From an optimization exercise on the open Yosys and OpenROAD flow, aimed at small area and a short achievable clock period; shortcuts taken in it are not production practice. RTL that was checked went through simulation tests only; none was proved equivalent to the original.

Setup of old:
==> module Butterfly_Unit, before the edit <==
module Butterfly_Unit (
    input clk,
    input reset,
    input [1:0] operation,   
    input valid_in,
    input [11:0] a_in,
    input [11:0] b_in,
    input [11:0] zeta,
    output reg [11:0] a_out,
    output reg [11:0] b_out,
    output reg valid_out
);
    localparam [12:0] Q = 13'd3329;
    wire        intt0 = operation[0];
    wire [12:0] ds0, dc0;
    CSA #(13) csa_d (.a({1'b0, a_in}), .b({1'b1, ~b_in}), .c(13'd3330), .s(ds0), .y(dc0));
    wire [12:0] dq0   = ds0 + dc0;                                   
    wire [12:0] m0    = intt0 ? dq0 : {1'b0, b_in};
    wire [12:0] s0    = {1'b0, a_in} + {1'b0, b_in & {12{intt0}}};
    reg [12:0] m1;
    reg [11:0] z1;
    reg [12:0] s1;
    reg [1:0]  op1;
    reg        v1;
    always @(posedge clk) begin
        m1  <= m0;
        s1  <= s0;
        z1  <= zeta;
        op1 <= operation;
    end
    wire [24:0] px1, py1;
    Mul12x13_CS mul (.a(z1), .b(m1), .x(px1), .y(py1));
    reg [24:0] px2, py2;
    reg [12:0] s2;
    reg [1:0]  op2;
    reg        v2;
    always @(posedge clk) begin
        px2 <= px1;
        py2 <= py1;
        s2  <= s1;
        op2 <= op1;
    end
    wire [24:0] p2 = px2 + py2;
    wire [12:0] t0;
    wire [11:0] t1;
    wire [14:0] t2;
    Tab_P12 tab0 (.h(p2[15:12]), .t(t0));
    Tab_P16 tab1 (.h(p2[19:16]), .t(t1));
    Tab_P20 tab2 (.h(p2[24:20]), .t(t2));
    wire [14:0] sa, ca, sc, cc;
    CSA #(15) csa_a (.a({3'b000, p2[11:0]}), .b({2'b00, t0}), .c({3'b000, t1}), .s(sa), .y(ca));
    CSA #(15) csa_c (.a(sa), .b(ca), .c(t2), .s(sc), .y(cc));
    reg [14:0] xs3, xc3;
    reg [12:0] s3;
    reg [1:0]  op3;
    reg        v3;
    always @(posedge clk) begin
        xs3 <= sc;
        xc3 <= cc;
        s3  <= s2;
        op3 <= op2;
    end
    wire [14:0] x3 = xs3 + xc3;
    wire [14:0] ks1, kc1, ks2, kc2, ks3, kc3;
    CSA #(15) csa_k1 (.a(xs3), .b(xc3), .c(15'h72ff), .s(ks1), .y(kc1));    
    CSA #(15) csa_k2 (.a(xs3), .b(xc3), .c(15'h65fe), .s(ks2), .y(kc2));    
    CSA #(15) csa_k3 (.a(xs3), .b(xc3), .c(15'h58fd), .s(ks3), .y(kc3));    
    wire [14:0] x1 = ks1 + kc1;
    wire [14:0] x2 = ks2 + kc2;
    wire [14:0] x3q = ks3 + kc3;
    wire [11:0] r3 = !x3q[14] ? x3q[11:0] :
                     !x2[14]  ? x2[11:0]  :
                     !x1[14]  ? x1[11:0]  : x3[11:0];
    reg [11:0] r4;
    reg [12:0] s4;
    reg [1:0]  op4;
    reg        v4;
    always @(posedge clk) begin
        r4  <= r3;
        s4  <= s3;
        op4 <= op3;
    end
    wire [11:0] rn4 = r4 & {12{~op4[0]}};
    wire [12:0] t4  = s4 + {1'b0, rn4};                            
    wire [13:0] ts4, tc4;
    CSA #(14) csa_t (.a({1'b0, s4}), .b({2'b00, rn4}), .c(14'h32ff), .s(ts4), .y(tc4));
    wire [13:0] tm4 = ts4 + tc4;                                   
    wire [11:0] ao4 = tm4[13] ? t4[11:0] : tm4[11:0];
    wire [12:0] u4  = {1'b0, s4[11:0]} - {1'b0, r4};
    wire [12:0] us4, uc4;
    CSA #(13) csa_u (.a({1'b0, s4[11:0]}), .b({1'b1, ~r4}), .c(13'd3330), .s(us4), .y(uc4));
    wire [12:0] uq4 = us4 + uc4;                                   
    wire [11:0] bo4 = op4[0] ? r4 : (u4[12] ? uq4[11:0] : u4[11:0]);
    always @(posedge clk) begin
        a_out <= op4[1] ? 12'd0 : ao4;
        b_out <= op4[1] ? 12'd0 : bo4;
    end
    always @(posedge clk) begin
        if (reset) begin
            v1 <= 1'b0; v2 <= 1'b0; v3 <= 1'b0; v4 <= 1'b0; valid_out <= 1'b0;
        end else begin
            v1 <= valid_in; v2 <= v1; v3 <= v2; v4 <= v3; valid_out <= v4;
        end
    end
endmodule
Settings: LEC_CHECK=0, CAP_MARGIN=20, CELL_PAD_IN_SITES_DETAIL_PLACEMENT=0, CELL_PAD_IN_SITES_GLOBAL_PLACEMENT=0, CORE_MARGIN=2, CORE_UTILIZATION=55, SETUP_SLACK_MARGIN=2.7, SLEW_MARGIN=20; clock period 6.5 ns.
run.sh (not shown) runs the stock make flow with config.mk's settings and CLKGATE_MAP_FILE= SYNTH_SCRIPT=/design/flow/synth_recipe.tcl, a recipe that flattens the netlist after the stock synthesis.
[inputs] new vs old
--- a/flow/design.v
+++ b/flow/design.v
@@ -258,14 +258,15 @@
         op2 <= op1;
     end
-    wire [24:0] p2 = px2 + py2;
+    wire [12:0] h2 = px2[24:12] + py2[24:12];
     wire [12:0] t0;
     wire [11:0] t1;
     wire [14:0] t2;
-    Tab_P12 tab0 (.h(p2[15:12]), .t(t0));
-    Tab_P16 tab1 (.h(p2[19:16]), .t(t1));
-    Tab_P20 tab2 (.h(p2[24:20]), .t(t2));
-    wire [14:0] sa, ca, sc, cc;
-    CSA #(15) csa_a (.a({3'b000, p2[11:0]}), .b({2'b00, t0}), .c({3'b000, t1}), .s(sa), .y(ca));
-    CSA #(15) csa_c (.a(sa), .b(ca), .c(t2), .s(sc), .y(cc));
+    Tab_P12 tab0 (.h(h2[3:0]),  .t(t0));
+    Tab_P16 tab1 (.h(h2[7:4]),  .t(t1));
+    Tab_P20 tab2 (.h(h2[12:8]), .t(t2));
+    wire [14:0] sa, ca, sb, cb, sc, cc;
+    CSA #(15) csa_a (.a({3'b000, px2[11:0]}), .b({3'b000, py2[11:0]}), .c({2'b00, t0}), .s(sa), .y(ca));
+    CSA #(15) csa_b (.a(sa), .b(ca), .c({3'b000, t1}), .s(sb), .y(cb));
+    CSA #(15) csa_c (.a(sb), .b(cb), .c(t2), .s(sc), .y(cc));
     reg [14:0] xs3, xc3;
     reg [12:0] s3;
@@ -279,12 +280,15 @@
     end
     wire [14:0] x3 = xs3 + xc3;
-    wire [14:0] ks1, kc1, ks2, kc2, ks3, kc3;
+    wire [14:0] ks1, kc1, ks2, kc2, ks3, kc3, ks4, kc4;
     CSA #(15) csa_k1 (.a(xs3), .b(xc3), .c(15'h72ff), .s(ks1), .y(kc1));    
     CSA #(15) csa_k2 (.a(xs3), .b(xc3), .c(15'h65fe), .s(ks2), .y(kc2));    
     CSA #(15) csa_k3 (.a(xs3), .b(xc3), .c(15'h58fd), .s(ks3), .y(kc3));    
+    CSA #(15) csa_k4 (.a(xs3), .b(xc3), .c(15'h4bfc), .s(ks4), .y(kc4));    
     wire [14:0] x1 = ks1 + kc1;
     wire [14:0] x2 = ks2 + kc2;
     wire [14:0] x3q = ks3 + kc3;
-    wire [11:0] r3 = !x3q[14] ? x3q[11:0] :
+    wire [14:0] x4 = ks4 + kc4;
+    wire [11:0] r3 = !x4[14]  ? x4[11:0]  :
+                     !x3q[14] ? x3q[11:0] :
                      !x2[14]  ? x2[11:0]  :
                      !x1[14]  ? x1[11:0]  : x3[11:0];
- On register-to-register slack, new does better than old.
- | area of the core region | old vs new | ≈ equal |
- The first-pass GRT wire length number comes out lower for new vs old.
- Comparing the two runs side by side, new comes out behind old on number of violations reported at the end of detailed-routing iteration 0.
- STATUS post-detailed-routing wire length: new wins against old
- Total nets after synthesis for new is higher than for old.
- As of new, unique cell type count in the Yosys netlist had fallen by a few percent compared to old.
- The final reports for new and old show flip-flop and latch count higher in the former.
No functional check of the RTL was part of any run of this note.

---

== job 101 ==
Another version of the RTL of Butterfly_Unit (not shown whole).
For scale: about 1600 cells after synthesis, ~200 flip-flops, roughly 66 I/O pins, ~15000 um2 of cells after synthesis.
==> module Butterfly_Unit, before the edit <==
module Butterfly_Unit (
    input clk,
    input reset,
    input [1:0] operation,   
    input valid_in,
    input [11:0] a_in,
    input [11:0] b_in,
    input [11:0] zeta,
    output reg [11:0] a_out,
    output reg [11:0] b_out,
    output reg valid_out
);
    localparam [12:0] Q = 13'd3329;
    wire        intt0 = operation[0];
    wire [12:0] d0    = {1'b0, a_in} - {1'b0, b_in};
    wire [12:0] ds0, dc0;
    CSA #(13) csa_d (.a({1'b0, a_in}), .b({1'b1, ~b_in}), .c(13'd3330), .s(ds0), .y(dc0));
    wire [12:0] dq0   = ds0 + dc0;                                   
    wire [11:0] m0    = !intt0 ? b_in : (d0[12] ? dq0[11:0] : d0[11:0]);
    wire [12:0] s0    = {1'b0, a_in} + {1'b0, b_in & {12{intt0}}};
    reg [11:0] m1, z1;
    reg [12:0] s1;
    reg [1:0]  op1;
    reg        v1;
    always @(posedge clk) begin
        m1  <= m0;
        s1  <= s0;
        z1  <= zeta;
        op1 <= operation;
    end
    wire [23:0] px1, py1;
    Mul12_CS mul (.a(z1), .b(m1), .x(px1), .y(py1));
    reg [23:0] px2, py2;
    reg [12:0] s2;
    reg [1:0]  op2;
    reg        v2;
    always @(posedge clk) begin
        px2 <= px1;
        py2 <= py1;
        s2  <= s1;
        op2 <= op1;
    end
    wire [11:0] h2 = px2[23:12] + py2[23:12];
    wire [12:0] t0;
    wire [11:0] t1;
    wire [14:0] t2;
    Tab_P12 tab0 (.h(h2[3:0]),  .t(t0));
    Tab_P16 tab1 (.h(h2[7:4]),  .t(t1));
    Tab_P20 tab2 (.h(h2[11:8]), .t(t2));
    wire [14:0] sa, ca, sb, cb, sc, cc;
    CSA #(15) csa_a (.a({3'b000, px2[11:0]}), .b({3'b000, py2[11:0]}), .c({2'b00, t0}), .s(sa), .y(ca));
    CSA #(15) csa_b (.a(sa), .b(ca), .c({3'b000, t1}), .s(sb), .y(cb));
    CSA #(15) csa_c (.a(sb), .b(cb), .c(t2), .s(sc), .y(cc));
    reg [14:0] xs3, xc3;
    reg [12:0] s3;
    reg [1:0]  op3;
    reg        v3;
    always @(posedge clk) begin
        xs3 <= sc;
        xc3 <= cc;
        s3  <= s2;
        op3 <= op2;
    end
    wire [14:0] x3  = xs3 + xc3;
    wire        ge1 = x3 >= 15'd3329;
    wire        ge2 = x3 >= 15'd6658;
    wire        ge3 = x3 >= 15'd9987;
    wire        ge4 = x3 >= 15'd13316;
    wire [11:0] x31 = x3[11:0] + 12'd767;
    wire [11:0] x32 = x3[11:0] + 12'd1534;
    wire [11:0] x33 = x3[11:0] + 12'd2301;
    wire [11:0] x34 = x3[11:0] + 12'd3068;
    wire [11:0] r3  = ge4 ? x34 : ge3 ? x33 : ge2 ? x32 : ge1 ? x31 : x3[11:0];
    reg [11:0] r4;
    reg [12:0] s4;
    reg [1:0]  op4;
    reg        v4;
    always @(posedge clk) begin
        r4  <= r3;
        s4  <= s3;
        op4 <= op3;
    end
    wire [11:0] rn4 = r4 & {12{~op4[0]}};
    wire [12:0] t4  = s4 + {1'b0, rn4};                            
    wire        tg4 = t4 >= 13'd3329;
    wire [11:0] tm4 = t4[11:0] + 12'd767;
    wire [11:0] ao4 = tg4 ? tm4 : t4[11:0];
    wire [12:0] u4  = {1'b0, s4[11:0]} - {1'b0, r4};
    wire [11:0] uq4 = u4[11:0] + 12'd3329;
    wire [11:0] bo4 = op4[0] ? r4 : (u4[12] ? uq4 : u4[11:0]);
    always @(posedge clk) begin
        a_out <= op4[1] ? 12'd0 : ao4;
        b_out <= op4[1] ? 12'd0 : bo4;
    end
    always @(posedge clk) begin
        if (reset) begin
            v1 <= 1'b0; v2 <= 1'b0; v3 <= 1'b0; v4 <= 1'b0; valid_out <= 1'b0;
        end else begin
            v1 <= valid_in; v2 <= v1; v3 <= v2; v4 <= v3; valid_out <= v4;
        end
    end
endmodule
==> flow/config.mk <==
export PLATFORM = sky130hd
export DESIGN_NAME = Butterfly_Unit
export DESIGN_NICKNAME = Butterfly_Unit
export VERILOG_FILES = /design/flow/design.v
export SDC_FILE = /design/flow/constraint.sdc
export NUM_CORES = 4
export LEC_CHECK = 0
export CAP_MARGIN = 20
export CELL_PAD_IN_SITES_DETAIL_PLACEMENT = 0
export CELL_PAD_IN_SITES_GLOBAL_PLACEMENT = 0
export CORE_MARGIN = 2
export CORE_UTILIZATION = 55
export SETUP_SLACK_MARGIN = 3.0
export SLEW_MARGIN = 20
export TNS_END_PERCENT = 0
==> flow/constraint.sdc <==
create_clock -name core_clock -period 6.5 [get_ports {clk}]
set_input_delay 1.3000 -clock core_clock [delete_from_list [all_inputs] [get_ports {clk}]]
set_output_delay 1.3000 -clock core_clock [all_outputs]
set_load 0.01 [all_outputs]
Job 101 went all the way through synthesis, placement and routing and the layout is clean on timing, DRC and antenna.
Input changes introduced in job 102 (baseline for comparison: job 101):
==> flow/design.v, changed modules only <==
module Butterfly_Unit (
    input clk,
    input reset,
    input [1:0] operation,   
    input valid_in,
    input [11:0] a_in,
    input [11:0] b_in,
    input [11:0] zeta,
    output reg [11:0] a_out,
    output reg [11:0] b_out,
    output reg valid_out
);
    localparam [12:0] Q = 13'd3329;
    wire        intt0 = operation[0];
    wire        zero0 = operation[1];
    wire [12:0] d0    = {1'b0, a_in} - {1'b0, b_in};
    wire [12:0] ds0, dc0;
    CSA #(13) csa_d (.a({1'b0, a_in}), .b({1'b1, ~b_in}), .c(13'd3330), .s(ds0), .y(dc0));
    wire [12:0] dq0   = ds0 + dc0;                                   
    wire [11:0] m0    = !intt0 ? b_in : (d0[12] ? dq0[11:0] : d0[11:0]);
    wire [12:0] s0    = {1'b0, a_in & {12{~zero0}}} + {1'b0, b_in & {12{intt0 & ~zero0}}};
    reg [11:0] m1, z1;
    reg [12:0] s1;
    reg        op1;
    reg        v1;
    always @(posedge clk) begin
        m1  <= m0;
        s1  <= s0;
        z1  <= zeta & {12{~zero0}};
        op1 <= intt0;
    end
    wire [23:0] px1, py1;
    Mul12_CS mul (.a(z1), .b(m1), .x(px1), .y(py1));
    reg [23:0] px2, py2;
    reg [12:0] s2;
    reg        op2;
    reg        v2;
    always @(posedge clk) begin
        px2 <= px1;
        py2 <= py1;
        s2  <= s1;
        op2 <= op1;
    end
    wire [11:0] h2 = px2[23:12] + py2[23:12];
    wire [12:0] t0;
    wire [11:0] t1;
    wire [14:0] t2;
    Tab_P12 tab0 (.h(h2[3:0]),  .t(t0));
    Tab_P16 tab1 (.h(h2[7:4]),  .t(t1));
    Tab_P20 tab2 (.h(h2[11:8]), .t(t2));
    wire [14:0] sa, ca, sb, cb, sc, cc;
    CSA #(15) csa_a (.a({3'b000, px2[11:0]}), .b({3'b000, py2[11:0]}), .c({2'b00, t0}), .s(sa), .y(ca));
    CSA #(15) csa_b (.a(sa), .b(ca), .c({3'b000, t1}), .s(sb), .y(cb));
    CSA #(15) csa_c (.a(sb), .b(cb), .c(t2), .s(sc), .y(cc));
    reg [14:0] xs3, xc3;
    reg [12:0] s3;
    reg        op3;
    reg        v3;
    always @(posedge clk) begin
        xs3 <= sc;
        xc3 <= cc;
        s3  <= s2;
        op3 <= op2;
    end
    wire [14:0] x3  = xs3 + xc3;
    wire        ge1 = x3 >= 15'd3329;
    wire        ge2 = x3 >= 15'd6658;
    wire        ge3 = x3 >= 15'd9987;
    wire        ge4 = x3 >= 15'd13316;
    wire [11:0] x31 = x3[11:0] + 12'd767;
    wire [11:0] x32 = x3[11:0] + 12'd1534;
    wire [11:0] x33 = x3[11:0] + 12'd2301;
    wire [11:0] x34 = x3[11:0] + 12'd3068;
    wire [11:0] r3  = ge4 ? x34 : ge3 ? x33 : ge2 ? x32 : ge1 ? x31 : x3[11:0];
    reg [11:0] r4;
    reg [12:0] s4;
    reg        op4;
    reg        v4;
    always @(posedge clk) begin
        r4  <= r3;
        s4  <= s3;
        op4 <= op3;
    end
    wire [11:0] rn4 = r4 & {12{~op4}};
    wire [12:0] t4  = s4 + {1'b0, rn4};                            
    wire        tg4 = t4 >= 13'd3329;
    wire [11:0] tm4 = t4[11:0] + 12'd767;
    wire [11:0] ao4 = tg4 ? tm4 : t4[11:0];
    wire [12:0] u4  = {1'b0, s4[11:0]} - {1'b0, r4};
    wire [11:0] uq4 = u4[11:0] + 12'd3329;
    wire [11:0] bo4 = op4 ? r4 : (u4[12] ? uq4 : u4[11:0]);
    always @(posedge clk) begin
        a_out <= ao4;
        b_out <= bo4;
    end
    always @(posedge clk) begin
        if (reset) begin
            v1 <= 1'b0; v2 <= 1'b0; v3 <= 1'b0; v4 <= 1'b0; valid_out <= 1'b0;
        end else begin
            v1 <= valid_in; v2 <= v1; v3 <= v2; v4 <= v3; valid_out <= v4;
        end
    end
endmodule
### Flow results
- The flow did not stop early for job 102: all stages ran, and the layout cleared the timing, DRC and antenna checks.
- Looking only at delay of the slowest critical-path stage, and setting everything else aside, the higher value of job 102 and job 101 goes to job 102.
- Compare job 102 and job 101 | slack of the critical path higher: job 102
- Max number of gates resized after CTS across job 102 and job 101: job 102
- The number of detailed-routing iterations run before antenna repair number comes out higher for job 102 vs job 101.
For job 101, only the layout was checked, not whether the RTL still works.

==> separate check: timing with driven ports <==
Ports are ideal in the flow. The routed layouts listed here were re-timed in OpenROAD. Step 1: set_driving_cell puts a clkbuf_16 on clk and a buf_2 on each other input, an assumption about the parent block. Step 2 adds t to the input delays and takes it off the output delays; t is the mean of the earliest and latest rising clock arrival at the registers after step 1. Input paths then give back, and output paths get back, about the clock's delay inside the block. Three values: no drivers, after step 1, after step 2; two values: the first two.
run	shift t [ns]	setup slack, ns	hold WS [ns]	clock arrival spread, ns
old	0.499	2.633 / 2.633 / 2.340	0.328 / 0.328 / 0.328	0.012 / 0.012
new	0.595	2.749 / 2.749 / 2.296	0.325 / 0.325 / 0.325	0.023 / 0.023
job 101	0.483	2.729 / 2.741 / 2.265	0.327 / 0.327 / 0.327	0.016 / 0.015
job 102	0.482	2.913 / 2.913 / 2.520	0.323 / 0.323 / 0.323	0.021 / 0.022
After both steps setup and hold are still met in every run listed. The setup slack of job 101, which loses most, moves by +0.012 ns with the drivers and by -0.464 ns with both steps.
